From an optimization exercise on the open Yosys and OpenROAD flow, aimed at a short achievable clock period and few clock cycles; shortcuts taken in it are not production practice. The RTL was checked by simulation tests, not by an equivalence proof against the original design. Power is estimated from default activity; no workload was simulated.

## flow/run.sh

```bash
#!/bin/bash
set -euo pipefail
bash standard.sh SETUP_SLACK_MARGIN=6.5 finish > standard.log 2>&1
```

## standard.sh

```bash
#!/bin/bash
# synth_recipe.tcl (not shown) runs the flow's synth.tcl, then flattens the netlist and writes it again
# the make line also repeats each setting of config.mk as NAME=value (left out here)
make -C /OpenROAD-flow-scripts/flow DESIGN_CONFIG=/design/flow/config.mk WORK_HOME=/design/flow/orfs CLKGATE_MAP_FILE= SYNTH_SCRIPT=/design/flow/synth_recipe.tcl "${@:-finish}"
```

## config.mk

```make
export PLATFORM = sky130hd
export DESIGN_NAME = riscv151_core
export DESIGN_NICKNAME = riscv151_core
export VERILOG_FILES = /design/flow/design.v
export SDC_FILE = /design/flow/constraint.sdc
export NUM_CORES = 4
export LEC_CHECK = 0
export ABC_CLOCK_PERIOD_IN_PS = 4000
export CAP_MARGIN = 20
export CORE_MARGIN = 2
export CORE_UTILIZATION = 32
export PLACE_DENSITY = 0.55
export SLEW_MARGIN = 20
```

## constraint.sdc

```tcl
create_clock -name core_clock -period 10.5 [get_ports {clk}]
set_input_delay 2.1000 -clock core_clock [delete_from_list [all_inputs] [get_ports {clk}]]
set_output_delay 2.1000 -clock core_clock [all_outputs]
set_load 0.01 [all_outputs]
```

## design.v

```verilog
module riscv151_core
(
    input         clk,
    input         rst,
    output [13:0] fetch_addr,
    output        fetch_en,
    input  [31:0] imem_rdata,
    input  [31:0] bios_irdata,
    output [13:0] data_addr,
    output [31:0] data_wdata,
    output [3:0]  dmem_we,
    output [3:0]  imem_we,
    output [3:0]  io_we,
    input  [31:0] dmem_rdata,
    input  [31:0] bios_drdata
);
    localparam [29:0] RESET_PC = 30'h1000_0000;  
    localparam BI = 5;               
    localparam BN = 1 << BI;         
    localparam TW = 15 - BI;         
    reg  [29:0] pc_f;
    reg         v_i;
    reg  [29:0] pc_i;
    reg         selb_i, seli_i;
    reg         pred_i, hit_i;
    reg  [1:0]  ctr_i;
    reg  [29:0] ptgt_i;
    reg         v_d;
    reg  [31:0] ir_d;
    reg  [29:0] pc_d;
    reg         pred_d, hit_d;
    reg  [1:0]  ctr_d;
    reg  [29:0] ptgt_d;
    reg  [31:0] a_e, b_e, s_e;
    reg         fwa_e, fwb_e, fws_e;
    reg  [31:0] link_e;
    reg  [29:0] pc_e;
    reg  [29:0] tgt_e;
    reg  [29:0] ptgt_e;
    reg         c_eq_e, c_ne_e, c_lt_e, c_ge_e, c_ltu_e, c_geu_e;
    reg         hit_e;
    reg  [1:0]  ctr_e;
    reg         bios_e;
    reg  [2:0]  f3_e;
    reg  [4:0]  rd_e;
    reg         op_add_e, op_sub_e, op_sll_e, op_slt_e, op_sltu_e, op_xor_e,
                op_srl_e, op_sra_e, op_or_e, op_and_e, op_link_e;
    reg  [31:0] res_m;
    reg  [31:0] wd_m;
    reg  [3:0]  sm_m;                
    reg         rgd_m, rgi_m, rgo_m;  
    reg         ld_m, early_m, wen_m;
    reg  [4:0]  rd_m;
    reg  [13:0] pa;
    reg  [2:0]  p_f3, acc_f3;
    reg  [1:0]  p_off, acc_off;
    reg  [3:0]  p_rg, acc_rg;
    reg  [31:0] res_w;
    reg         ldl_w, wen_w;    
    reg  [4:0]  rd_w;
    reg  [31:0] wb_w2;
    reg         wen_w2;
    reg  [4:0]  rd_w2;
    reg  [31:0] wb_w3;
    reg         wen_w3;
    reg  [4:0]  rd_w3;
    reg  [31:0] rfb;
    reg  [31:0] rf [1:31];
    reg         btb_v   [0:BN-1];
    reg  [TW-1:0] btb_tag [0:BN-1];
    reg  [29:0] btb_tgt [0:BN-1];
    reg  [1:0]  btb_ctr [0:BN-1];
    reg         btb_j   [0:BN-1];
    reg         btb_r   [0:BN-1];      
    reg  [29:0] ras0, ras1, ras2, ras3;
    reg         kill_e;
    reg         rA_eq, rJ_eq, call_eq, ret_eq, rT_eq, rN_eq, br_eq, jal_eq, jalr_eq, ld_eq, st_eq, wen_eq, pred_eq, early_eq;
    wire        rA_e = rA_eq & !kill_e;
    wire        rJ_e = rJ_eq & !kill_e;
    wire        call_e = call_eq & !kill_e;
    wire        ret_e = ret_eq & !kill_e;
    wire        rT_e = rT_eq & !kill_e;
    wire        rN_e = rN_eq & !kill_e;
    wire        br_e = br_eq & !kill_e;
    wire        jal_e = jal_eq & !kill_e;
    wire        jalr_e = jalr_eq & !kill_e;
    wire        ld_e = ld_eq & !kill_e;
    wire        st_e = st_eq & !kill_e;
    wire        wen_e = wen_eq & !kill_e;
    wire        pred_e = pred_eq & !kill_e;
    wire        early_e = early_eq & !kill_e;
    wire [31:0] a = fwa_e ? res_m : a_e;
    wire [31:0] b = fwb_e ? res_m : b_e;
    wire [31:0] s = fws_e ? res_m : s_e;
    wire [31:0] sum_ab  = a_e + b_e;
    wire [31:0] sum_mb  = res_m + b_e;
    wire [31:0] sum_am  = a_e + res_m;
    wire [31:0] sum_mm  = {res_m[30:0], 1'b0};
    wire [31:0] diff_ab = a_e - b_e;
    wire [31:0] diff_mb = res_m - b_e;
    wire [31:0] diff_am = a_e - res_m;
    wire        eq_ab   = (a_e == b_e);
    wire        eq_mb   = (res_m == b_e);
    wire        eq_am   = (a_e == res_m);
    wire        ltu_ab  = (a_e < b_e);
    wire        ltu_mb  = (res_m < b_e);
    wire        ltu_am  = (a_e < res_m);
    wire        lt_ab   = ($signed(a_e) < $signed(b_e));
    wire        lt_mb   = ($signed(res_m) < $signed(b_e));
    wire        lt_am   = ($signed(a_e) < $signed(res_m));
    wire        f_ab = !fwa_e & !fwb_e;
    wire        f_mb =  fwa_e & !fwb_e;
    wire        f_am = !fwa_e &  fwb_e;
    wire        f_mm =  fwa_e &  fwb_e;
    wire [31:0] sum  = ({32{f_ab}} & sum_ab) | ({32{f_mb}} & sum_mb)
                     | ({32{f_am}} & sum_am) | ({32{f_mm}} & sum_mm);
    wire [31:0] diff = ({32{f_ab}} & diff_ab) | ({32{f_mb}} & diff_mb) | ({32{f_am}} & diff_am);
    wire        eq   = (f_ab & eq_ab) | (f_mb & eq_mb) | (f_am & eq_am) | f_mm;
    wire        ltu  = (f_ab & ltu_ab) | (f_mb & ltu_mb) | (f_am & ltu_am);
    wire        lt   = (f_ab & lt_ab) | (f_mb & lt_mb) | (f_am & lt_am);
    wire [31:0] shl  = a << b[4:0];
    wire [31:0] shr  = a >> b[4:0];
    wire [31:0] sra  = $signed(a) >>> b[4:0];
    wire [31:0] alu =
          ({32{op_add_e}}  & sum)
        | ({32{op_sub_e}}  & diff)
        | ({32{op_sll_e}}  & shl)
        | ({32{op_slt_e}}  & {31'd0, lt})
        | ({32{op_sltu_e}} & {31'd0, ltu})
        | ({32{op_xor_e}}  & (a ^ b))
        | ({32{op_srl_e}}  & shr)
        | ({32{op_sra_e}}  & sra)
        | ({32{op_or_e}}   & (a | b))
        | ({32{op_and_e}}  & (a & b))
        | ({32{op_link_e}} & link_e);
    wire cond = (c_eq_e & eq) | (c_ne_e & !eq) | (c_lt_e & lt) | (c_ge_e & !lt)
              | (c_ltu_e & ltu) | (c_geu_e & !ltu);
    wire taken_e = jal_e | (br_e & cond);
    wire [31:0] jk   = {ptgt_e, 2'b00};
    wire        jc2a = (a_e[1] & b_e[1]) | ((a_e[1] ^ b_e[1]) & a_e[0] & b_e[0]);
    wire        jc2m = (res_m[1] & b_e[1]) | ((res_m[1] ^ b_e[1]) & res_m[0] & b_e[0]);
    wire [31:0] jga  = (a_e & b_e) | ((a_e ^ b_e) & ~jk);
    wire [31:0] jgm  = (res_m & b_e) | ((res_m ^ b_e) & ~jk);
    wire        jok_a = ((a_e ^ b_e ^ jk) >> 2) == {jga[30:2], jc2a};
    wire        jok_m = ((res_m ^ b_e ^ jk) >> 2) == {jgm[30:2], jc2m};
    wire        jok   = (fwa_e & jok_m) | (!fwa_e & jok_a);
    function lsel;
        input c_eq, c_ne, c_lt, c_ge, c_ltu, c_geu, br, rj, pr;
        input eq_x, lt_x, ltu_x, jok_x;
        lsel = br ? ((c_eq & eq_x) | (c_ne & !eq_x) | (c_lt & lt_x) | (c_ge & !lt_x)
                   | (c_ltu & ltu_x) | (c_geu & !ltu_x))
                  : (pr & jok_x);
    endfunction
    wire l_ab = lsel(c_eq_e, c_ne_e, c_lt_e, c_ge_e, c_ltu_e, c_geu_e, br_e, rJ_e, pred_e, eq_ab, lt_ab, ltu_ab, jok_a);
    wire l_mb = lsel(c_eq_e, c_ne_e, c_lt_e, c_ge_e, c_ltu_e, c_geu_e, br_e, rJ_e, pred_e, eq_mb, lt_mb, ltu_mb, jok_m);
    wire l_am = lsel(c_eq_e, c_ne_e, c_lt_e, c_ge_e, c_ltu_e, c_geu_e, br_e, rJ_e, pred_e, eq_am, lt_am, ltu_am, jok_a);
    wire l_mm = lsel(c_eq_e, c_ne_e, c_lt_e, c_ge_e, c_ltu_e, c_geu_e, br_e, rJ_e, pred_e, 1'b1, 1'b0, 1'b0, jok_m);
    wire late = (f_ab & l_ab) | (f_mb & l_mb) | (f_am & l_am) | (f_mm & l_mm);
    wire red1 = rA_e | rT_e;
    wire red0 = rA_e | rN_e | rJ_e;
    wire redirect = late ? red1 : red0;
    wire [3:0] region = sum[31:28];
    reg  [3:0] mask;
    reg  [31:0] wdata;
    always @(*) begin
        case (f3_e)
            3'd0: begin
                mask  = 4'b0001 << sum[1:0];
                wdata = {4{s[7:0]}};
            end
            3'd1: begin
                mask  = (sum[1:0] == 2'd0) ? 4'b0011 :
                        (sum[1:0] == 2'd1) ? 4'b0110 :
                        (sum[1:0] == 2'd2) ? 4'b1100 : 4'b0000;
                wdata = sum[0] ? {8'd0, s[15:0], 8'd0} : {2{s[15:0]}};
            end
            3'd2: begin
                mask  = 4'b1111;
                wdata = s;
            end
            default: begin
                mask  = 4'b0000;
                wdata = s;
            end
        endcase
    end
    wire [3:0] smask = st_e ? mask : 4'b0000;
    wire [3:0] rg_ab = sum_ab[31:28], rg_mb = sum_mb[31:28], rg_am = sum_am[31:28], rg_mm = sum_mm[31:28];
    wire rd_ab = (rg_ab == 4'h1) | (rg_ab == 4'h3), ri_ab = (rg_ab == 4'h2) | (rg_ab == 4'h3), ro_ab = (rg_ab == 4'h8);
    wire rd_mb = (rg_mb == 4'h1) | (rg_mb == 4'h3), ri_mb = (rg_mb == 4'h2) | (rg_mb == 4'h3), ro_mb = (rg_mb == 4'h8);
    wire rd_am = (rg_am == 4'h1) | (rg_am == 4'h3), ri_am = (rg_am == 4'h2) | (rg_am == 4'h3), ro_am = (rg_am == 4'h8);
    wire rd_mm = (rg_mm == 4'h1) | (rg_mm == 4'h3), ri_mm = (rg_mm == 4'h2) | (rg_mm == 4'h3), ro_mm = (rg_mm == 4'h8);
    wire       r_d  = (f_ab & rd_ab) | (f_mb & rd_mb) | (f_am & rd_am) | (f_mm & rd_mm);
    wire       r_i  = ((f_ab & ri_ab) | (f_mb & ri_mb) | (f_am & ri_am) | (f_mm & ri_mm)) & bios_e;
    wire       r_io = (f_ab & ro_ab) | (f_mb & ro_mb) | (f_am & ro_am) | (f_mm & ro_mm);
    wire [31:0] din = (acc_rg == 4'h4) ? bios_drdata :
                      (acc_rg == 4'h8) ? 32'd0 : dmem_rdata;
    reg  [31:0] ld_val;
    always @(*) begin
        case (acc_f3)
            3'd0: case (acc_off)
                2'd0: ld_val = {{24{din[7]}},  din[7:0]};
                2'd1: ld_val = {{24{din[15]}}, din[15:8]};
                2'd2: ld_val = {{24{din[23]}}, din[23:16]};
                default: ld_val = {{24{din[31]}}, din[31:24]};
            endcase
            3'd1: case (acc_off)
                2'd0: ld_val = {{16{din[15]}}, din[15:0]};
                2'd1: ld_val = {{16{din[23]}}, din[23:8]};
                2'd2: ld_val = {{16{din[31]}}, din[31:16]};
                default: ld_val = 32'd0;
            endcase
            3'd2: ld_val = din;
            3'd4: case (acc_off)
                2'd0: ld_val = {24'd0, din[7:0]};
                2'd1: ld_val = {24'd0, din[15:8]};
                2'd2: ld_val = {24'd0, din[23:16]};
                default: ld_val = {24'd0, din[31:24]};
            endcase
            3'd5: case (acc_off)
                2'd0: ld_val = {16'd0, din[15:0]};
                2'd1: ld_val = {16'd0, din[23:8]};
                2'd2: ld_val = {16'd0, din[31:16]};
                default: ld_val = 32'd0;
            endcase
            default: ld_val = 32'd0;
        endcase
    end
    wire [31:0] wb_w = ldl_w ? ld_val : res_w;
    wire [6:0] opc = ir_d[6:0];
    wire [4:0] rd  = ir_d[11:7];
    wire [2:0] f3  = ir_d[14:12];
    wire [4:0] rs1 = ir_d[19:15];
    wire [4:0] rs2 = ir_d[24:20];
    wire       i30 = ir_d[30];
    wire is_lui   = (opc == 7'b0110111);
    wire is_auipc = (opc == 7'b0010111);
    wire is_jal   = (opc == 7'b1101111);
    wire is_jalr  = (opc == 7'b1100111);
    wire is_br    = (opc == 7'b1100011);
    wire is_ld    = (opc == 7'b0000011);
    wire is_st    = (opc == 7'b0100011);
    wire is_opi   = (opc == 7'b0010011);
    wire is_op    = (opc == 7'b0110011);
    wire use1 = is_jalr | is_br | is_ld | is_st | is_opi | is_op;
    wire use2 = is_br | is_st | is_op;
    wire wr   = (is_lui | is_auipc | is_jal | is_jalr | is_ld | is_opi | is_op) & (rd != 5'd0);
    wire [31:0] imm_i = {{20{ir_d[31]}}, ir_d[31:20]};
    wire [31:0] imm_s = {{20{ir_d[31]}}, ir_d[31:25], ir_d[11:7]};
    wire [31:0] imm_u = {ir_d[31:12], 12'd0};
    wire [31:0] imm_b = {{19{ir_d[31]}}, ir_d[31], ir_d[7], ir_d[30:25], ir_d[11:8], 1'b0};
    wire [31:0] imm_j = {{11{ir_d[31]}}, ir_d[31], ir_d[19:12], ir_d[20], ir_d[30:21], 1'b0};
    wire        shift_i = (f3 == 3'd1) | (f3 == 3'd5);
    wire [31:0] imm = (is_lui | is_auipc) ? imm_u :
                      is_st ? imm_s :
                      (is_opi & shift_i) ? {27'd0, ir_d[24:20]} : imm_i;
    wire [31:0] pc_d32   = {pc_d, 2'b00};
    wire [31:0] link_d   = pc_d32 + 32'd4;
    wire [31:0] tgt_d32  = pc_d32 + (is_jal ? imm_j : imm_b);
    wire [29:0] ta = pc_d;
    wire [29:0] tb = is_jal ? imm_j[31:2] : imm_b[31:2];
    wire [29:0] tk = ptgt_d;
    wire [29:0] tx = ta ^ tb ^ tk;
    wire [29:0] tc = {((ta[28:0] & tb[28:0]) | ((ta[28:0] ^ tb[28:0]) & ~tk[28:0])), 1'b0};
    wire        tok_d    = (tx == tc);
    wire arith = is_op | is_opi;
    wire d_add  = (arith & (f3 == 3'd0) & !(is_op & i30)) | is_lui | is_auipc | is_ld | is_st;
    wire d_sub  = arith & (f3 == 3'd0) & is_op & i30;
    wire d_sll  = arith & (f3 == 3'd1);
    wire d_slt  = arith & (f3 == 3'd2);
    wire d_sltu = arith & (f3 == 3'd3);
    wire d_xor  = arith & (f3 == 3'd4);
    wire d_srl  = arith & (f3 == 3'd5) & !i30;
    wire d_sra  = arith & (f3 == 3'd5) & i30;
    wire d_or   = arith & (f3 == 3'd6);
    wire d_and  = arith & (f3 == 3'd7);
    wire d_link = is_jal | is_jalr;
    wire e1 = wen_e  & (rd_e  == rs1);
    wire e2 = wen_e  & (rd_e  == rs2);
    wire m1 = wen_m  & (rd_m  == rs1);
    wire m2 = wen_m  & (rd_m  == rs2);
    wire w1 = wen_w  & (rd_w  == rs1);
    wire w2 = wen_w  & (rd_w  == rs2);
    wire x1 = wen_w2 & (rd_w2 == rs1);
    wire x2 = wen_w2 & (rd_w2 == rs2);
    reg  stall;
    wire [31:0] nb = ibus;
    wire [6:0]  nopc = nb[6:0];
    wire [4:0]  nrs1 = nb[19:15];
    wire [4:0]  nrs2 = nb[24:20];
    wire nuse1 = (nopc == 7'b1100111) | (nopc == 7'b1100011) | (nopc == 7'b0000011)
               | (nopc == 7'b0100011) | (nopc == 7'b0010011) | (nopc == 7'b0110011);
    wire nuse2 = (nopc == 7'b1100011) | (nopc == 7'b0100011) | (nopc == 7'b0110011);
    wire ldd   = v_d & is_ld & wr;    
    wire lde   = wen_e & ld_e & !early_e;  
    wire sB = v_i & (
          (nuse1 & ((ldd & (rd == nrs1)) | (lde & (rd_e == nrs1))))
        | (nuse2 & ((ldd & (rd == nrs2)) | (lde & (rd_e == nrs2)))));
    wire sA = v_d & ((use1 & e1 & ld_e & !early_e) | (use2 & e2 & ld_e & !early_e));
    wire stall_n = !redirect & (stall ? sA : sB);
    wire [31:0] ibus = ({32{selb_i}} & bios_irdata) | ({32{seli_i}} & imem_rdata);
    wire [31:0] rf1 = (rs1 == 5'd0) ? 32'd0 : rf[rs1];
    wire [31:0] rf2 = (rs2 == 5'd0) ? 32'd0 : rf[rs2];
    wire [31:0] old1 = m1 ? res_m : (w1 ? res_w : (x1 ? wb_w2 : rf1));
    wire [31:0] old2 = m2 ? res_m : (w2 ? res_w : (x2 ? wb_w2 : rf2));
    wire        late1 = (m1 & ld_m) | (!m1 & w1 & ldl_w);
    wire        late2 = (m2 & ld_m) | (!m2 & w2 & ldl_w);
    wire [31:0] val1 = late1 ? ld_val : old1;
    wire [31:0] val2 = late2 ? ld_val : old2;
    wire        y1    = wen_w3 & (rd_w3 == rs1);
    wire [31:0] ag_rf = rfb   + imm_i;
    wire [31:0] ag_m  = res_m + imm_i;
    wire [31:0] ag_w  = res_w + imm_i;
    wire [31:0] ag_x  = wb_w2 + imm_i;
    wire [31:0] ag_y  = wb_w3 + imm_i;
    wire        g_m   = m1;
    wire        g_w   = !m1 & w1;
    wire        g_x   = !m1 & !w1 & x1;
    wire        g_y   = !m1 & !w1 & !x1 & y1;
    wire        g_rf  = !m1 & !w1 & !x1 & !y1;
    wire [31:0] agu   = ({32{g_m}} & ag_m) | ({32{g_w}} & ag_w) | ({32{g_x}} & ag_x)
                      | ({32{g_y}} & ag_y) | ({32{g_rf}} & ag_rf);
    wire [4:0]  rba   = stall ? rs1 : nrs1;
    wire [31:0] rfbr  = (rba == 5'd0) ? 32'd0 : rf[rba];
    wire        port_busy = st_e | (ld_e & !early_e);
    wire        early_ok  = is_ld & !e1 & !(m1 & ld_m) & !(!m1 & w1 & ldl_w) & !port_busy;
    wire [31:0] a_d = is_auipc ? pc_d32 : ((is_lui | is_jal) ? 32'd0 : val1);
    wire [31:0] b_d = (is_op | is_br) ? val2 : imm;
    wire [BI-1:0] bi    = pc_f[BI-1:0];
    wire        bhit    = btb_v[bi] & (btb_tag[bi] == {pc_f[28], pc_f[13:BI]});
    wire        bpred   = bhit & (btb_j[bi] | btb_r[bi] | btb_ctr[bi][1]);
    wire [29:0] btgt    = btb_r[bi] ? ras0 : btb_tgt[bi];
    wire [29:0] pc_next = bpred ? btgt : (pc_f + 30'd1);
    wire go = !stall & !redirect;
    wire dgo = !stall & v_d;
    wire [29:0] pc_norm = rst ? RESET_PC : (stall ? pc_f : pc_next);
    wire [29:0] pc_a    = jal_e ? tgt_e : link_e[31:2];
    wire [29:0] pc1 = rA_e ? pc_a : (rT_e ? tgt_e : pc_norm);
    wire [29:0] pc0 = rA_e ? pc_a : (rN_e ? link_e[31:2] : (rJ_e ? sum[31:2] : pc_norm));
    always @(posedge clk) begin
        if (rst) kill_e <= 1'b0;
        else     kill_e <= redirect;
        if (rst) stall <= 1'b0;
        else     stall <= stall_n;
        if (rst) begin
            v_i  <= 1'b0;
            v_d  <= 1'b0;
        end else if (redirect) begin
            v_i  <= 1'b0;
            v_d  <= 1'b0;
        end else if (!stall) begin
            v_i  <= 1'b1;
            v_d  <= v_i;
        end
        pc_f <= late ? pc1 : pc0;
    end
    always @(posedge clk) begin
        if (!stall) begin
            pc_i   <= pc_f;
            selb_i <= (pc_f[29:26] == 4'h4);
            seli_i <= (pc_f[29:26] == 4'h1);
            pred_i <= bpred;
            hit_i  <= bhit;
            ctr_i  <= btb_ctr[bi];
            ptgt_i <= btgt;
            ir_d   <= ibus;
            pc_d   <= pc_i;
            pred_d <= pred_i;
            hit_d  <= hit_i;
            ctr_d  <= ctr_i;
            ptgt_d <= ptgt_i;
        end
    end
    always @(posedge clk) begin
        if (rst) begin
            br_eq <= 1'b0; jal_eq <= 1'b0; jalr_eq <= 1'b0; ld_eq <= 1'b0;
            st_eq <= 1'b0; wen_eq <= 1'b0; pred_eq <= 1'b0; early_eq <= 1'b0;
            rA_eq <= 1'b0; rT_eq <= 1'b0; rN_eq <= 1'b0; rJ_eq <= 1'b0;
            call_eq <= 1'b0; ret_eq <= 1'b0;
        end else begin
            rA_eq   <= dgo & ((is_jal & !(pred_d & tok_d)) | (!is_jal & !is_br & !is_jalr & pred_d));
            rJ_eq   <= dgo & is_jalr;
            call_eq <= dgo & (is_jal | is_jalr) & ((rd == 5'd1) | (rd == 5'd5));
            ret_eq  <= dgo & is_jalr & (rd == 5'd0) & ((rs1 == 5'd1) | (rs1 == 5'd5));
            rT_eq   <= dgo & is_br & !(pred_d & tok_d);
            rN_eq   <= dgo & is_br & pred_d;
            br_eq   <= dgo & is_br;
            jal_eq  <= dgo & is_jal;
            jalr_eq <= dgo & is_jalr;
            ld_eq   <= dgo & is_ld;
            early_eq <= dgo & early_ok;
            st_eq   <= dgo & is_st;
            wen_eq  <= dgo & wr;
            pred_eq <= dgo & pred_d;
        end
        a_e    <= a_d;
        b_e    <= b_d;
        s_e    <= val2;
        fwa_e  <= e1 & !(is_auipc | is_lui | is_jal);
        fwb_e  <= e2 & (is_op | is_br);
        fws_e  <= e2;
        link_e <= link_d;
        pc_e   <= pc_d;
        tgt_e  <= tgt_d32[31:2];
        ptgt_e <= ptgt_d;
        c_eq_e  <= (f3 == 3'd0);
        c_ne_e  <= (f3 == 3'd1);
        c_lt_e  <= (f3 == 3'd4);
        c_ge_e  <= (f3 == 3'd5);
        c_ltu_e <= (f3 == 3'd6);
        c_geu_e <= (f3 == 3'd7);
        hit_e  <= hit_d;
        ctr_e  <= ctr_d;
        bios_e <= link_d[30];
        f3_e   <= f3;
        rd_e   <= rd;
        op_add_e  <= d_add;
        op_sub_e  <= d_sub;
        op_sll_e  <= d_sll;
        op_slt_e  <= d_slt;
        op_sltu_e <= d_sltu;
        op_xor_e  <= d_xor;
        op_srl_e  <= d_srl;
        op_sra_e  <= d_sra;
        op_or_e   <= d_or;
        op_and_e  <= d_and;
        op_link_e <= d_link;
    end
    always @(posedge clk) begin
        if (rst) begin
            sm_m   <= 4'd0;
            ld_m   <= 1'b0;
            early_m <= 1'b0;
            wen_m  <= 1'b0;
        end else begin
            early_m <= early_e;
            sm_m   <= smask;
            ld_m   <= ld_e;
            wen_m  <= wen_e;
        end
        res_m <= alu;
        wd_m  <= wdata;
        rgd_m <= r_d;
        rgi_m <= r_i;
        rgo_m <= r_io;
        rd_m  <= rd_e;
        if (port_busy) begin
            pa    <= sum[15:2];
            p_f3  <= f3_e;
            p_off <= sum[1:0];
            p_rg  <= sum[31:28];
        end else begin
            pa    <= agu[15:2];
            p_f3  <= f3;
            p_off <= agu[1:0];
            p_rg  <= agu[31:28];
        end
        acc_f3  <= p_f3;
        acc_off <= p_off;
        acc_rg  <= p_rg;
    end
    always @(posedge clk) begin
        if (rst) begin
            wen_w <= 1'b0;
            ldl_w <= 1'b0;
        end else begin
            wen_w <= wen_m;
            ldl_w <= ld_m & !early_m;
        end
        res_w  <= (ld_m & early_m) ? ld_val : res_m;
        rd_w   <= rd_m;
    end
    always @(posedge clk) begin
        if (rst) begin
            wen_w2 <= 1'b0;
            wen_w3 <= 1'b0;
        end else begin
            wen_w2 <= wen_w;
            wen_w3 <= wen_w2;
        end
        wb_w3 <= wb_w2;
        rd_w3 <= rd_w2;
        rfb   <= rfbr;
        wb_w2 <= wb_w;
        rd_w2 <= rd_w;
        if (wen_w2) rf[rd_w2] <= wb_w2;
    end
    reg        bu_we, bu_clr;
    reg [BI-1:0] bu_idx;
    reg [TW-1:0] bu_tag;
    reg [29:0] bu_tgt;
    reg [1:0]  bu_ctr;
    reg        bu_j, bu_r;
    always @(posedge clk) begin
        if (rst) begin
            bu_we  <= 1'b0;
            bu_clr <= 1'b0;
        end else begin
            bu_we  <= ((br_e | jal_e) & (taken_e | hit_e)) | ret_e;
            bu_clr <= pred_e & !(br_e | jal_e | ret_e);
        end
        bu_idx <= pc_e[BI-1:0];
        bu_tag <= {pc_e[28], pc_e[13:BI]};
        bu_tgt <= tgt_e;
        bu_ctr <= taken_e ? (hit_e ? ((ctr_e == 2'd3) ? 2'd3 : ctr_e + 2'd1) : 2'd2)
                          : ((ctr_e == 2'd0) ? 2'd0 : ctr_e - 2'd1);
        bu_j   <= jal_e;
        bu_r   <= ret_e;
    end
    always @(posedge clk) begin
        if (rst) begin
            ras0 <= 30'd0; ras1 <= 30'd0; ras2 <= 30'd0; ras3 <= 30'd0;
        end else if (call_e) begin
            ras0 <= link_e[31:2]; ras1 <= ras0; ras2 <= ras1; ras3 <= ras2;
        end else if (ret_e) begin
            ras0 <= ras1; ras1 <= ras2; ras2 <= ras3;
        end
    end
    integer k;
    always @(posedge clk) begin
        if (rst) begin
            for (k = 0; k < BN; k = k + 1) btb_v[k] <= 1'b0;
        end else if (bu_we) begin
            btb_v[bu_idx] <= 1'b1;
        end else if (bu_clr) begin
            btb_v[bu_idx] <= 1'b0;
        end
        if (bu_we) begin
            btb_tag[bu_idx] <= bu_tag;
            btb_tgt[bu_idx] <= bu_tgt;
            btb_ctr[bu_idx] <= bu_ctr;
            btb_j[bu_idx]   <= bu_j;
            btb_r[bu_idx]   <= bu_r;
        end
    end
    assign fetch_addr = pc_f[13:0];
    assign fetch_en   = !stall;
    assign data_addr  = pa;
    assign data_wdata = wd_m;
    assign dmem_we    = rgd_m ? sm_m : 4'd0;
    assign imem_we    = rgi_m ? sm_m : 4'd0;
    assign io_we      = rgo_m ? sm_m : 4'd0;
endmodule
```

==> flow_results.org, run 1 <==
** Outcome
- Status :: complete, no violations

** Global route
- Antenna violations before repair :: 82
- First-pass GRT wire length :: 973000 µm
- Final global-route overflow total :: 0
- Vias in the first global route :: 120000
- Maximum number of pins on one net before global-route repair :: 113
- Global routing used 25.4% of the available tracks.

** Yosys
- Number of unique standard cell types used by synthesis :: 92
- Top cell type by total area after synthesis :: edfxtp_1
- Yosys attributes the largest share of cell area to edfxtp_1 (46%), mux4_2 (14%), dfxtp_1 (8.4%), ha_1 (3.3%), nand2_1 (3.3%).
- Number of register bits inferred by synthesis :: 3312
- After technology mapping, the gate count stands at 13300.
- Of all flip-flops after synthesis, the portion carrying an async set or reset was 0%.
- For this run, the number of Yosys warnings is 1.
- A synthesized cell averages 12.9 µm².
- Fraction of synthesized cell area taken by the top area cell type :: 45.7%
- Prevailing post-synth register cell :: edfxtp_1
- Post-synthesis instance area :: 170000 µm²
- Yosys mapped a number of flops with a built-in enable equal to 2594.
- Share of synthesized area occupied by flip-flops and latches :: 54.1%
- Synthesis produced a netlist with a net count of 13900.

** Flow run
- MaxCap Viol Count :: 0

** STA
- Final setup violation count :: 0
- The worst path in the final design needs a cycle of 4250 ps, including I/O delays and setup.
- Headroom to the max-slew limit :: 11.8%
- Actual transition at the worst max-transition pin :: 1320 ps
- For this run, the top clock speed supported by timing is 0.235 GHz.
- Setup repair after global routing could not meet its margin everywhere.
- Hold timing on the final database bottoms out at a slack of 317 ps.
- Pins over their slew limit :: 0
- Period utilization :: 40.5%
- Setup TNS after final layout :: 0 ps
- Number of failing hold endpoints at the final stage :: 0
- Final clock skew :: 132 ps
- In the post-route analysis, the smallest setup slack over all paths is 6250 ps.

** Routing
- The routed layout has 129000 vias.
- ANT nets after route :: 0
- For this run, design rule violations remaining after detail routing come to 0.
- Starting DRC count in detailed routing :: 20900
- Vias per Instance :: 6.13
- The first detailed-routing pass ran for 9 iterations.
- Routed wirelength normalized by instance count :: 34.2 µm
- The routed design has 721000 µm of wire.

** Floorplan
- Number of I/O pins :: 203
- The die is 734 µm wide.
- Die footprint :: 538000 µm²
- The floorplan step set the die height to 734 µm.
- Number of rows in the core area :: 268
- For this configuration, the core starts out at a cell density of 32.1%.
- In this run the standard cell core region covers 531000 µm².

** Critical path
- The cell family contributing the most delay on the critical path is simple AND/OR/NAND/NOR gates.
- The setup path with the least slack is of type reg2reg.
- Crit path buffers/inverters :: 5
- Highest-delay cell along the critical path :: or4_4
- Cell repeated most along the worst path :: buf_6
- Counting cells, the worst reg-to-reg path comes to 17.
- The worst register-to-register path begins at b_e[19].
- Worst R2R End :: pc_f[29]
- Critical Path RT :: 11400 ps
- Kind of capture point of the worst setup path :: register
- Setup slack on the worst reg-to-reg path comes out at 6250 ps.
- Walking the worst path, the cells encountered are inv_4 > ha_4 > nand4_1 > or4_4 > or4_4 > a221o_1 > a2111oi_4 > a31oi_2 > o2111ai_4 > buf_12 > and2_4 > buf_6 > buf_6 > buf_6 > nor2_4 > a222oi_1 > o21ai_1.
- Max Fanout on Critical Path :: 7
- On the worst path, the slowest cell contributes a delay of 570 ps.
- STA classifies the critical path startpoint as a register.
- For the worst setup path, the data arrival time is 5150 ps.

** Layout
- Number of nets at the end of the flow :: 14400
- Fillcell total :: 49900
- Of the cells placed in the final design, the portion with a size suffix greater than 1 is 22.2%.
- From synthesis to final layout, the design area changed by 19.2%.

** Power and ir drop
- The worst-case IR drop observed on VDD is 0.000133 V.
- For this design the static power due to leakage is 70.4 nW.
- PD cells :: 169 nW/µm²
- Total power draw :: 34.3 mW

** CTS
- TritonCTS built the clock tree.
- The H-tree was split into 5 levels.
- Clock insertion delay at the later pin of the skew report :: 1030 ps
- CTS saw 3312 sinks.
- CTS clk-pin slew, worst paths :: 60 ps
- TritonCTS created 359 clock buffers.
- The tree is rooted in a clkbuf_16.
- Cts hold-fix bufs :: 0
- The clock passes through at most 4 buffers.

** Placed design
- Total of buffers placed on input and output ports :: 202
- Worst setup slack before clock tree synthesis :: 3860 ps
- Half-perimeter wire length after placement :: 439000 µm
- Final RePlAce weighted congestion :: 0.978

** Min path
- The path class of the tightest hold or removal check is reg2reg.
- In this run the most critical hold path is launched from pc_e[7].
- The worst hold path terminates at bu_tag[2].
- The worst hold path was traced through 0 stages.
[registers in the layout, summed over array words and instances, names as in the netlist, 32 cells and up, named ones only]
signal   flops
s_e         32
btb_v       32
b_e         32
rf         992
btb_r       32
wb_w3       32
btb_j       32
a_e         32
res_w       32
wb_w2       32
btb_tag    320
res_m       32
btb_ctr     64
rfb         32
ir_d        32
wd_m        32
btb_tgt    960
[cell families (layout without fill, tap and decap cells)]
family	after synthesis	count (layout)	share of synthesized area, %
muxes	1441	1441	16.3
AOI/OAI and AO/OA	2839	2842	11.1
xor gates and xnor gates	458	458	2.35
buffers and inverters	1290	2012	2.98
and+or+nand+nor	3369	3375	8.75
other	0	48	0
adders and majority gates	543	543	4.42
DFF	3312	3312	54.1
[worst reg2reg max path: stages (launching register included)]
cell       delay [ps]
dfxtp_4           460
inv_4              80
ha_4              270
nand4_1           160
or4_4             570
or4_4             550
a221o_1           400
a2111oi_4         220
a31oi_2            80
o2111ai_4         260
buf_12            170
and2_4            180
buf_6              90
buf_6             100
buf_6             100
nor2_4             60
a222oi_1          330
o21ai_1           110
[layout make-up]
type | instances | area [µm²] | share of cell area (%)
clock buffers | 492 | 10000 | 4.93
clock inverters | 174 | 1820 | 0.895
repair buffers | 971 | 11300 | 5.57
inverters | 370 | 1500 | 0.740
flip-flops and latches | 3312 | 92500 | 45.5
well taps | 7020 | 8780 | 4.33
multi-input cells | 8659 | 77000 | 37.9
diodes | 48 | 120 | 0.0592
repair inverters | 5 | 46.3 | 0.0228
[power breakdown]
group | leakage (nW) | internal (mW) | switching (mW)
Clock | 5.77 | 7.36 | 5.56
Sequential | 29.7 | 14.4 | 0.423
Combinational | 35.0 | 2.46 | 4.12
Total | 70.4 | 24.2 | 10.1
[worst max-delay path by stage]
| stage | depth (start not counted) | start | slack (ps) | endpoint |
|---|---|---|---|---|
| finish | 17 | b_e[19] | 6250 | pc_f[29] |
| global route | 18 | b_e[24] | 6220 | pc_f[0] |
| CTS | 16 | b_e[24] | 6320 | pc_f[21] |
| detailed placement | 12 | bios_irdata[16] | 3860 | rfb[23] |
| global placement | 12 | bios_irdata[16] | 3840 | rfb[31] |
| floorplan | 15 | ir_d[31] | 5070 | tgt_e[28] |
[Yosys cell counts, drive strengths merged (275+ instances only)]
master  count
dfxtp     718
inv       367
nand3     275
clkbuf    719
nand2    1477
edfxtp   2594
a21oi     746
ha        444
mux2i     315
nor2      838
mux4     1054
xnor2     313
o21ai     541
[through the flow]
step	util (%)	instance area, µm²	instances
CTS	37.7	200000	20900
finish	38.2	203000	21100
global route	38.2	203000	21000
floorplan	-	171000	13300
global placement	34.2	182000	20000
detailed placement	34.2	182000	20000
[timing repair]
item,CTS,global route
resized for setup,747,280
pin swaps,110,81
cloned,64,18
buffers inserted,211,86
endpoints found under the setup margin,295,173
[routing by layer]
layer	global-route usage (%)	wire length, µm	up-vias
met4	13.3	45300	32
li1	-	-	52400
met3	6.53	89100	1792
met2	37.0	305000	9131
met5	0	221	-
met1	34.9	281000	65800
[cells in the final DEF (no fill, tap or decap), types with 130 or more instances in the layout]
cell type	Yosys	layout
clkbuf_16	0	385
a31oi_1	147	137
edfxtp_1	2594	2594
inv_1	362	340
nor3_1	169	151
xor2_1	145	143
mux4_2	1054	1054
nand3_1	274	267
ha_1	444	371
buf_4	25	510
mux2i_1	315	288
xnor2_1	313	307
o21ai_0	535	491
a21o_1	146	143
nor2_1	838	757
a311oi_1	163	158
and3_1	151	145
clkdlybuf4s50_1	0	166
a21oi_1	745	690
nand2_1	1477	1459
dfxtp_1	718	641
a211oi_1	145	130
Testbench counts, summed over its fixed seeds: cycles 85,991.
==> inputs of run 2 (changes only) <==
--- a/config.mk
+++ b/config.mk
@@ -5,7 +5,7 @@
 export SDC_FILE = /design/flow/constraint.sdc
 export NUM_CORES = 4
 export LEC_CHECK = 0
-export ABC_CLOCK_PERIOD_IN_PS = 4000
+export ABC_CLOCK_PERIOD_IN_PS = 2000
 export CAP_MARGIN = 20
 export CORE_MARGIN = 2
 export CORE_UTILIZATION = 32
==> run 2 against run 1 <==
Against the previous run:
- clock skew stayed put
- largest cell class unchanged
- global-route usage is the same
- clock power about the same
- maximum frequency is the same
- clock-buffer cell count unchanged
- die area unchanged
- critical path depth did not move
- routed wire length unchanged
- non-clock buffer count is the same
==> flow_results.org, run 2 <==
** Outcome
- Status :: complete, no violations

** Min path
- The min-delay analysis places its worst path in the category reg2reg.

** Placed design
- The placement-stage worst setup slack came to 3860 ps (unchanged).
- Total of buffers placed on input and output ports :: 202 (unchanged)
- The half-perimeter wire length after detailed placement came to 439000 µm (unchanged).
- The placer's final routability congestion estimate is 0.978 (unchanged).
- Cell area after placement :: 182000 µm² (unchanged)

** Power and ir drop
- The combinational cell fraction of total power is 19.2% (about the same).
- Static leakage :: 70.4 nW (unchanged)
- The power per standard cell area is 169 nW/µm² (unchanged).
- Sw frac :: 29.4% (unchanged)
- The switching power of the nets was 10.1 mW (unchanged).
- The total power came to 34.3 mW (unchanged).
- Share of power burned in registers :: 43.2% (about the same)
- Power Internal :: 24.2 mW (unchanged)
- The clock network fraction of total power came to 37.6% (about the same).
- Worst-case vdd ir drop :: 0.000133 V (unchanged)

** Yosys
- Async SR Flop Fraction :: 0% (unchanged)
- Prevailing post-synth register cell :: edfxtp_1
- Synthesized netlist cell count :: 13300 (unchanged)
- Most instantiated cells after synthesis :: edfxtp_1 (2594), nand2_1 (1477), mux4_2 (1054), nor2_1 (838), a21oi_1 (745)
- Share of synthesized area occupied by flip-flops and latches :: 54.1% (unchanged)
- Net count after synthesis :: 13900 (unchanged)
- Summed over all instances, the cell type with the most area after synthesis is edfxtp_1.
- The average cell area after synthesis is 12.9 µm² (unchanged).
- Most area-consuming cells after synthesis :: edfxtp_1 (46%), mux4_2 (14%), dfxtp_1 (8.4%), ha_1 (3.3%), nand2_1 (3.3%)
- The number of flip-flops and latches in the synthesized netlist came to 3312 (unchanged).
- The unique cell type count in the Yosys netlist was 92 (unchanged).
- The fraction of post-synthesis cell area in the top cell type by area was 45.7% (unchanged).
- Yosys warning total :: 1 (unchanged)
- EDFF count, synth :: 2594 (unchanged)
- Post-synthesis instance area :: 170000 µm² (unchanged)
- Count leader, synth :: edfxtp_1

** Routing
- Total wire length :: 721000 µm (unchanged)
- The detailed-route DRC error count is 0 (unchanged).
- The DRC marker count from the first detailed-route iteration came to 20900 (unchanged).
- ANT nets after route :: 0 (unchanged)
- The via density per instance came to 6.13 (unchanged).
- The number of vias after detailed routing is 129000 (unchanged).
- The average detailed-routed wire length per instance came to 34.2 µm (unchanged).
- The first-pass iteration count of the detailed router is 9 (unchanged).

** Layout
- The number of fill cells in the layout came to 49900 (unchanged).
- Counting flops per register, the top entry is rf.
- The number of flip-flops in the largest register is 992 (unchanged).
- The final cell utilization of the core is 38.2% (unchanged).
- The combined flip-flop and latch cell area came to 92500 µm² (unchanged).
- Multi-input combinational cell area :: 77000 µm² (unchanged)
- Fraction of layout instances using a drive strength above 1 :: 22.2% (unchanged)
- The library cell used most frequently in the layout, excluding fill and tap cells, is edfxtp_1.
- The largest registers in the layout are rf: 992 flops, btb_tgt: 960 flops, btb_tag: 320 flops.
- In the layout the commonest cells are edfxtp_1 (2594), nand2_1 (1459), mux4_2 (1054).
- Final std cell area, no fill :: 203000 µm² (unchanged)
- The number of nets at the end of the flow is 14400 (unchanged).
- The layout overhead on the synthesized area was 19.2% (unchanged).

** STA
- The shortest clock period the worst path allows after layout was 4250 ps (unchanged).
- The final number of max-transition violations is 0 (unchanged).
- The upper clock frequency limit is 0.235 GHz (unchanged).
- Actual transition at the worst max-transition pin :: 1320 ps (unchanged)
- The setup TNS is 0 ps (unchanged).
- Setup repair after global routing could not meet its margin everywhere.
- The worst clock skew came to 132 ps (unchanged).
- The period utilization was 40.5% (unchanged).
- The normalized max-slew margin was 11.8% (unchanged).
- The number of hold violations in the final report came to 0 (unchanged).
- The final worst setup slack is 6250 ps (unchanged).
- The final setup violation count is 0 (unchanged).

** Critical path
- Worst Setup Start Kind :: register
- Data arrival at the endpoint of the critical path :: 5150 ps (about the same)
- In this design, the critical path's most frequently occurring cell is buf_6.
- The data required time at the worst endpoint is 11400 ps (about the same).
- List of cells traversed by the critical path :: inv_4 > ha_4 > nand4_1 > or4_4 > or4_4 > a221o_1 > a2111oi_4 > a31oi_2 > o2111ai_4 > buf_12 > and2_4 > buf_6 > buf_6 > buf_6 > nor2_4 > a222oi_1 > o21ai_1
- By startpoint and endpoint, the worst setup path is classified as reg2reg.
- Kind of capture point of the worst setup path :: register
- The largest stage delay on the critical path is 570 ps (about the same).
- The slowest stage of the critical path is the or4_4 cell.
- The highest net fanout along the worst path was 7 (unchanged).

** CTS
- Clock insertion delay at the later pin of the skew report :: 1030 ps (about the same)
- Clock Root Buffer :: clkbuf_16
- The level count of the clock H-tree is 5 (unchanged).
- The clock edge transition at the registers on the reported setup and hold paths is 60 ps (about the same).
- TritonCTS built the clock tree.
- Number of buffers inserted during clock tree synthesis :: 359 (unchanged)
- The clock net sink count was 3312 (unchanged).
- Number of buffers on the longest clock path :: 4 (unchanged)

** Global route
- The global-route wire length before repair came to 973000 µm (unchanged).
- The maximum number of pins on one net before global-route repair was 113 (unchanged).
- Antenna violations before repair :: 82 (unchanged)
- The total global routing track utilization is 25.4% (unchanged).
- The via count of the first global-routing pass was 120000 (unchanged).
- Final global-route overflow total :: 0 (unchanged)

** Floorplan
- The I/O pin count was 203 (unchanged).
- Die Height :: 734 µm (unchanged)
- The area of the core came to 531000 µm² (unchanged).
- Die span in x :: 734 µm (unchanged)
- The initial core utilization was 32.1% (unchanged).
- The floorplan row count came to 268 (unchanged).
- The total die area is 538000 µm² (unchanged).

** Flow run
- MaxCap Viol Count :: 0 (unchanged)
[run 2: cell counts after synthesis]
No cell type changed its count.
[run 2: layout make-up]
class / instances / share of cell area, %
tap: 7020 / 4.33
timing repair inverter: 5 / 0.0228
multi-input combinational: 8659 / 37.9
clock inverter: 174 / 0.895
inverter: 370 / 0.740
sequential: 3312 / 45.5
antenna: 48 / 0.0592
clock buffer: 492 / 4.93
timing repair buffer: 971 / 5.57
[run 2: power groups by stage]
| stage | clock, mW | sequential [mW] | combinational, mW |
|---|---|---|---|
| final | 12.9 | 14.8 | 6.58 |
| after global routing | 13.5 | 14.8 | 6.77 |
| after floorplan | 0 | 14.9 | 3.28 |
| after global placement | 0 | 15.1 | 5.55 |
| after detailed placement | 0 | 15.1 | 5.54 |
| after CTS | 13.0 | 14.8 | 6.10 |
[run 2: per-layer routing]
layer	part of all wire, %	vias up	wire (µm)	GRT usage, %
met4	6.3	32	45300	13.3
li1	-	52400	-	-
met1	39	65800	281000	34.9
met2	42	9131	305000	37.0
met3	12	1792	89100	6.53
met5	0.031	-	221	0
[run 2: logic make-up after synthesis]
family / Yosys count / share of synthesized area [%]
flops: 3312 / 54.1
buf+inv: 1290 / 2.98
fa+ha+maj: 543 / 4.42
simple gates: 3369 / 8.75
mux: 1441 / 16.3
xor+xnor: 458 / 2.35
compound gates: 2839 / 11.1
[run 2: what timing repair did]
action / CTS / global route
setup buffers: 211 / 86
pin swaps: 110 / 81
gates resized for setup: 747 / 280
setup endpoints to repair: 295 / 173
hold buffers: 0 / 0
gates cloned: 64 / 18
[run 2: metrics by stage]
step | instances | hold WS, ps
after floorplan | 13300 | 310
after global placement | 20000 | 312
after detailed placement | 20000 | 312
after CTS | 20900 | 324
after global routing | 21000 | 328
final | 21100 | 317
[run 2: worst paths after layout]
| check | from | to | slack, ps | depth (start not counted) |
|---|---|---|---|---|
| setup / recovery | b_e[19] | pc_f[29] | 6250 | 17 |
| hold / removal | pc_e[7] | bu_tag[2] | 320 | 0 |
| setup reg to reg | b_e[19] | pc_f[29] | 6250 | 17 |
| hold reg to reg | pc_e[7] | bu_tag[2] | 320 | 0 |
[run 2: worst max-delay path, delay by kind of cell, from the launching register on]
kind                     cells  cell delay [ps]
adder cells (fa/ha/maj)      1              270
AND/OR/NAND/NOR              5             1510
buffers and inverters        5              530
AO/OA/AOI/OAI                6             1400
flip-flops                   1              460
==> inputs of run 3 (changes only) <==
--- a/design.v
+++ b/design.v
@@ -36,7 +36,8 @@
     reg  [31:0] link_e;
     reg  [29:0] pc_e;
     reg  [29:0] tgt_e;
-    reg  [29:0] ptgt_e;
+    reg  [31:2] jq_e;                
+    reg  [31:3] jm_e;
     reg         c_eq_e, c_ne_e, c_lt_e, c_ge_e, c_ltu_e, c_geu_e;
     reg         hit_e;
     reg  [1:0]  ctr_e;
@@ -136,13 +137,12 @@
     wire cond = (c_eq_e & eq) | (c_ne_e & !eq) | (c_lt_e & lt) | (c_ge_e & !lt)
               | (c_ltu_e & ltu) | (c_geu_e & !ltu);
     wire taken_e = jal_e | (br_e & cond);
-    wire [31:0] jk   = {ptgt_e, 2'b00};
     wire        jc2a = (a_e[1] & b_e[1]) | ((a_e[1] ^ b_e[1]) & a_e[0] & b_e[0]);
     wire        jc2m = (res_m[1] & b_e[1]) | ((res_m[1] ^ b_e[1]) & res_m[0] & b_e[0]);
-    wire [31:0] jga  = (a_e & b_e) | ((a_e ^ b_e) & ~jk);
-    wire [31:0] jgm  = (res_m & b_e) | ((res_m ^ b_e) & ~jk);
-    wire        jok_a = ((a_e ^ b_e ^ jk) >> 2) == {jga[30:2], jc2a};
-    wire        jok_m = ((res_m ^ b_e ^ jk) >> 2) == {jgm[30:2], jc2m};
+    wire [31:2] jta  = {a_e[31:3] ^ jq_e[31:3] ^ (jm_e[31:3] & a_e[30:2]), a_e[2] ^ jq_e[2] ^ jc2a};
+    wire [31:2] jtm  = {res_m[31:3] ^ jq_e[31:3] ^ (jm_e[31:3] & res_m[30:2]), res_m[2] ^ jq_e[2] ^ jc2m};
+    wire        jok_a = (jta == 30'd0);
+    wire        jok_m = (jtm == 30'd0);
     wire        jok   = (fwa_e & jok_m) | (!fwa_e & jok_a);
     function lsel;
         input c_eq, c_ne, c_lt, c_ge, c_ltu, c_geu, br, rj, pr;
@@ -255,6 +255,7 @@
                       is_st ? imm_s :
                       (is_opi & shift_i) ? {27'd0, ir_d[24:20]} : imm_i;
     wire [31:0] pc_d32   = {pc_d, 2'b00};
+    wire [31:0] jp       = imm_i ^ {ptgt_d, 2'b00};
     wire [31:0] link_d   = pc_d32 + 32'd4;
     wire [31:0] tgt_d32  = pc_d32 + (is_jal ? imm_j : imm_b);
     wire [29:0] ta = pc_d;
@@ -402,7 +403,8 @@
         link_e <= link_d;
         pc_e   <= pc_d;
         tgt_e  <= tgt_d32[31:2];
-        ptgt_e <= ptgt_d;
+        jq_e   <= jp[31:2] ^ {jp[30:2] & imm_i[30:2], 1'b0};
+        jm_e   <= ~jp[30:2];
         c_eq_e  <= (f3 == 3'd0);
         c_ne_e  <= (f3 == 3'd1);
         c_lt_e  <= (f3 == 3'd4);
--- a/config.mk
+++ b/config.mk
@@ -5,7 +5,7 @@
 export SDC_FILE = /design/flow/constraint.sdc
 export NUM_CORES = 4
 export LEC_CHECK = 0
-export ABC_CLOCK_PERIOD_IN_PS = 2000
+export ABC_CLOCK_PERIOD_IN_PS = 4000
 export CAP_MARGIN = 20
 export CORE_MARGIN = 2
 export CORE_UTILIZATION = 32
==> run 3 against run 2 <==
Against the previous run:
- worst setup slack lost 5.8 ps
- area after synthesis is 0.86% higher
- total power is 1.4% higher
- global-route usage is 0.32 points lower
- still clean on timing, DRC and antenna
- routed wire length about the same
- non-clock buffer count is 121 higher
- via count up 1.2%
- sequential cell count increased by 29
- critical path depth grew 3
- maximum frequency down 0.14%
- die area up 0.86%
- largest power group unchanged
==> flow_results.org, run 3 <==
** Outcome
- The run finished with no timing, DRC or antenna violations.

** Layout
- The largest registers in the layout are rf: 992 flops, btb_tgt: 960 flops, btb_tag: 320 flops.
- The finished layout cell area was 206000 µm² (+1.5%).
- Fraction of layout instances using a drive strength above 1 :: 23.2% (+1.0 points)
- Post-synthesis to final-layout area growth :: 19.9%
- Most common library cell in the layout ignoring fill and taps :: edfxtp_1
- Most frequent cells in the layout :: edfxtp_1 (2594), nand2_1 (1524), mux4_2 (1041)
- Core occupancy in the finished layout :: 38.4% (+0.24 points)
- Flip-flop count of the largest register, all copies and words added :: 992 (unchanged)
- The non-filler instance count after layout is 21600 (+2.4%).
- Register with the highest flop count :: rf
- Number of nets at the end of the flow :: 14700 (+2.2%)

** STA
- Headroom to the max-slew limit :: 13.4% (+1.6 points)
- Setup TNS after final layout :: 0 ps (unchanged)
- The worst hold-check slack came to 322 ps (+5.42 ps).
- Final Critical Period :: 4260 ps (+5.76 ps)
- Number of failing hold endpoints at the final stage :: 0 (unchanged)
- Final setup violation count :: 0 (unchanged)
- Setup repair after global routing missed its margin :: true
- Timing-limited maximum frequency :: 0.235 GHz (-0.14%)
- The worst clock skew is 111 ps (-20.8 ps).
- The actual slew at the worst max-slew pin is 1290 ps (-28.9 ps).
- The period utilization was 40.5% (+0.055 points).
- The final worst setup slack came to 6240 ps (-5.76 ps).
- The final number of max-transition violations is 0 (unchanged).

** CTS
- Number of buffers inserted during clock tree synthesis :: 366 (+1.9%)
- The maximum count of clock buffers along a single path came to 4 (unchanged).
- Clock Root Buffer :: clkbuf_16
- CTS clk-pin slew, worst paths :: 60 ps (about the same)
- The clock net sink count was 3341 (+0.88%).
- The level count of the clock H-tree is 5 (unchanged).
- The hold buffer count at CTS is 0 (unchanged).
- The clock latency of the later-clocked register in the worst-skew pair came to 1010 ps (-20 ps).
- CTS tree :: built

** Yosys
- Most instantiated cells after synthesis :: edfxtp_1 (2594), nand2_1 (1535), mux4_2 (1042), nor2_1 (839), dfxtp_1 (747)
- Count leader, synth :: edfxtp_1
- Async SR Flop Fraction :: 0% (unchanged)
- Dominant combinational cell family by area after synthesis :: multiplexers
- The gate count after technology mapping came to 13500 (+1.9%).
- The post-synthesis mux area share was 16.1% (-0.16 points).
- edfxtp_1 takes more of the synthesized area than any other cell.
- The area fraction in compound gates after synthesis is 11.3% (+0.16 points).
- The simple-gate share of the synthesized area was 8.98% (+0.23 points).
- Number of register bits inferred by synthesis :: 3341 (+0.88%)
- The count of warnings emitted by yosys came to 1 (unchanged).
- Post-synthesis instance area :: 172000 µm² (+0.86%)
- For this run, the leading register cell type out of synthesis is edfxtp_1.
- The unique cell type count in the Yosys netlist came to 105 (+14%).
- Area share of xor/xnor cells in the synthesized design :: 2.64% (+0.29 points)
- The number of flops mapped to enable cells by yosys is 2594 (unchanged).
- The number of nets produced by synthesis is 14100 (+1.6%).
- Share of synthesized area occupied by flip-flops and latches :: 54.0% (-0.13 points)
- Post-Syn Area per Cell :: 12.7 µm² (-1.0%)
- Most area-consuming cells after synthesis :: edfxtp_1 (45%), mux4_2 (14%), dfxtp_1 (8.7%), ha_1 (3.4%), nand2_1 (3.4%)
- The fraction of the mapped netlist area in adder cells came to 3.92% (-0.50 points).
- Fraction of synthesized cell area taken by the top area cell type :: 45.3% (-0.39 points)

** Global route
- The total overflow reported by the global router was 0 (unchanged).
- The via count of the first global-routing pass is 121000 (+0.76%).
- First-pass GRT wire length :: 970000 µm (-0.32%)
- The total global routing track utilization came to 25.1% (-0.32 points).
- Antenna violations before repair :: 58 (-29%)
- Maximum number of pins on one net before global-route repair :: 117 (+3.5%)

** Min path
- Min-delay src :: pc_e[4]
- Path category of the worst min-delay check :: reg2reg

** Critical path
- Max Fanout on Critical Path :: 3 (-4)
- For this design, the slowest cell found on the critical path is edfxtp_1.
- List of cells traversed by the critical path :: nand4b_1 > nor2_2 > and2_4 > buf_12 > buf_8 > mux2_4 > buf_6 > fa_2 > a21o_1 > a21oi_2 > o21a_1 > o221ai_2 > a21o_1 > o311a_4 > o41ai_4 > buf_4 > o21ba_4 > o2111ai_4 > a21oi_2 > xnor2_1
- The cell family contributing the most delay on the critical path is compound AO/OA/AOI/OAI gates.
- Crit path buffers/inverters :: 4 (-1)
- Worst Setup Start Kind :: register
- Reg2Reg Launch Point :: ir_d[4]
- The worst setup path is captured at a register.
- The critical path starts at ir_d[4].
- Critical Path RT :: 11410 ps (about the same)
- The critical path arrival is 5170 ps (+20 ps).
- The largest stage delay on the critical path was 400 ps (-170 ps).
- The critical path is of the reg2reg type.

** Floorplan
- Die span in x :: 737 µm (+0.43%)
- Die Height :: 737 µm (+0.43%)
- The total die area is 543000 µm² (+0.86%).
- Number of I/O pins :: 203 (unchanged)
- The area of the core is 536000 µm² (+0.82%).
- Starting density of the core :: 32.1% (about the same)
- Number of rows in the core area :: 269 (+0.37%)

** Placed design
- Total of buffers placed on input and output ports :: 202 (unchanged)
- Worst setup slack before clock tree synthesis :: 4110 ps (+248 ps)
- Cell area after placement :: 183000 µm² (+0.71%)
- The placer's final routability congestion estimate came to 1.01 (+3.0%).
- The number of placed instances with taps included came to 20300 (+1.9%).
- The half-perimeter wire length after detailed placement came to 444000 µm (+1.1%).

** Flow run
- The number of maximum-capacitance constraint violations was 0 (unchanged).

** Routing
- Total wire length :: 721000 µm (about the same)
- The DRC marker count from the first detailed-route iteration was 19800 (-5.2%).
- Vias per Instance :: 6.06 (-1.2%)
- The average detailed-routed wire length per instance came to 33.4 µm (-2.4%).
- Total vias in the final route :: 131000 (+1.2%)
- The remaining number of nets flagged by the antenna check after routing is 0 (unchanged).
- The first-pass iteration count of the detailed router is 8 (-1).
- The detailed-route DRC error count came to 0 (unchanged).

** Power and ir drop
- The cell leakage power is 71.8 nW (+2.0%).
- The total power is 34.8 mW (+1.4%).
- The power per standard cell area came to 169 nW/µm² (about the same).
- The worst IR drop on VDD was 0.000144 V (+8.0%).
[run 3: metal layers]
| metal | part of all wire (%) | global-route usage [%] | up-vias |
|---|---|---|---|
| met5 | 0.024 | 0 | - |
| met4 | 6.9 | 13.7 | 28 |
| met3 | 11 | 5.85 | 1836 |
| met2 | 43 | 37.4 | 8533 |
| met1 | 39 | 33.8 | 66700 |
| li1 | - | - | 53500 |
[run 3: cell type report]
type,instances,area (µm²)
Antenna cell,37,92.6
Fill cell,50600,330000
Inverter,375,1520
Timing Repair Buffer,1092,12100
Timing Repair inverter,3,28.8
Clock inverter,177,1790
Sequential cell,3341,93200
Clock buffer,501,10200
Multi-Input combinational cell,8849,78100
Tap cell,7181,8980
[run 3: logic make-up after synthesis]
family | after synthesis
adders and majority gates | 514
DFF | 3341
muxes | 1450
buffers and inverters | 1316
AOI/OAI and AO/OA | 2898
and+or+nand+nor | 3466
xor gates and xnor gates | 518
[run 3: what timing repair did]
action / 4_1_cts / 5_1_grt
cloned: 38 / 24
resized for setup: 745 / 555
endpoints found under the setup margin: 322 / 154
buffers inserted: 219 / 232
pin swaps: 86 / 197
[run 3: worst reg2reg max path: stages (launching register included)]
cell	delay, ps
edfxtp_1	400
nand4b_1	230
nor2_2	150
and2_4	170
buf_12	100
buf_8	100
mux2_4	330
buf_6	130
fa_2	350
a21o_1	170
a21oi_2	160
o21a_1	170
o221ai_2	150
a21o_1	240
o311a_4	340
o41ai_4	230
buf_4	170
o21ba_4	150
o2111ai_4	110
a21oi_2	170
xnor2_1	140
[run 3: worst paths after layout]
path | slack, ps | to | cells past startpoint
hold reg to reg | 320 | bu_idx[4] | 0
setup / recovery | 6240 | tgt_e[22] | 20
setup reg to reg | 6240 | tgt_e[22] | 20
hold / removal | 320 | bu_idx[4] | 0
[run 3: power by group]
part | switching (mW) | internal [mW] | total [mW]
combinational | 4.06 | 2.61 | 6.66
clock | 5.67 | 7.40 | 13.1
sequential | 0.516 | 14.5 | 15.1
total | 10.2 | 24.5 | 34.8
Testbench counts of run 3, summed over its fixed seeds: cycles 85,991.

-- re-timing with driven ports --
Ports are ideal in the flow. The routed layouts listed here were re-timed in OpenROAD. Step 1 (the two cells are an assumption about what drives the block):
set clk [get_ports {clk}]
set_driving_cell -lib_cell sky130_fd_sc_hd__clkbuf_16 $clk
set_driving_cell -lib_cell sky130_fd_sc_hd__buf_2 [delete_from_list [all_inputs] $clk]
Step 2 times the ports against the registers' clock, not the clock port: input delays grow and output delays shrink by t, the midpoint of the rising clock arrivals with the driver on. Three values: ideal ports, drivers, drivers and shift; two values: the first two.
run | t, ns | slack for setup (ns) | worst hold slack (ns) | clock arrival spread, ns | worst slew at a driven data input, ns
run 1 | 1.083 | 6.250 / 6.250 / 5.426 | 0.317 / 0.317 / 0.317 | 0.136 / 0.137 | 0.06
run 2 | 1.083 | 6.250 / 6.250 / 5.426 | 0.317 / 0.317 / 0.317 | 0.136 / 0.137 | 0.06
run 3 | 1.095 | 6.244 / 6.244 / 5.470 | 0.322 / 0.322 / 0.322 | 0.139 / 0.139 | 0.06
After both steps every run listed still meets setup and hold.
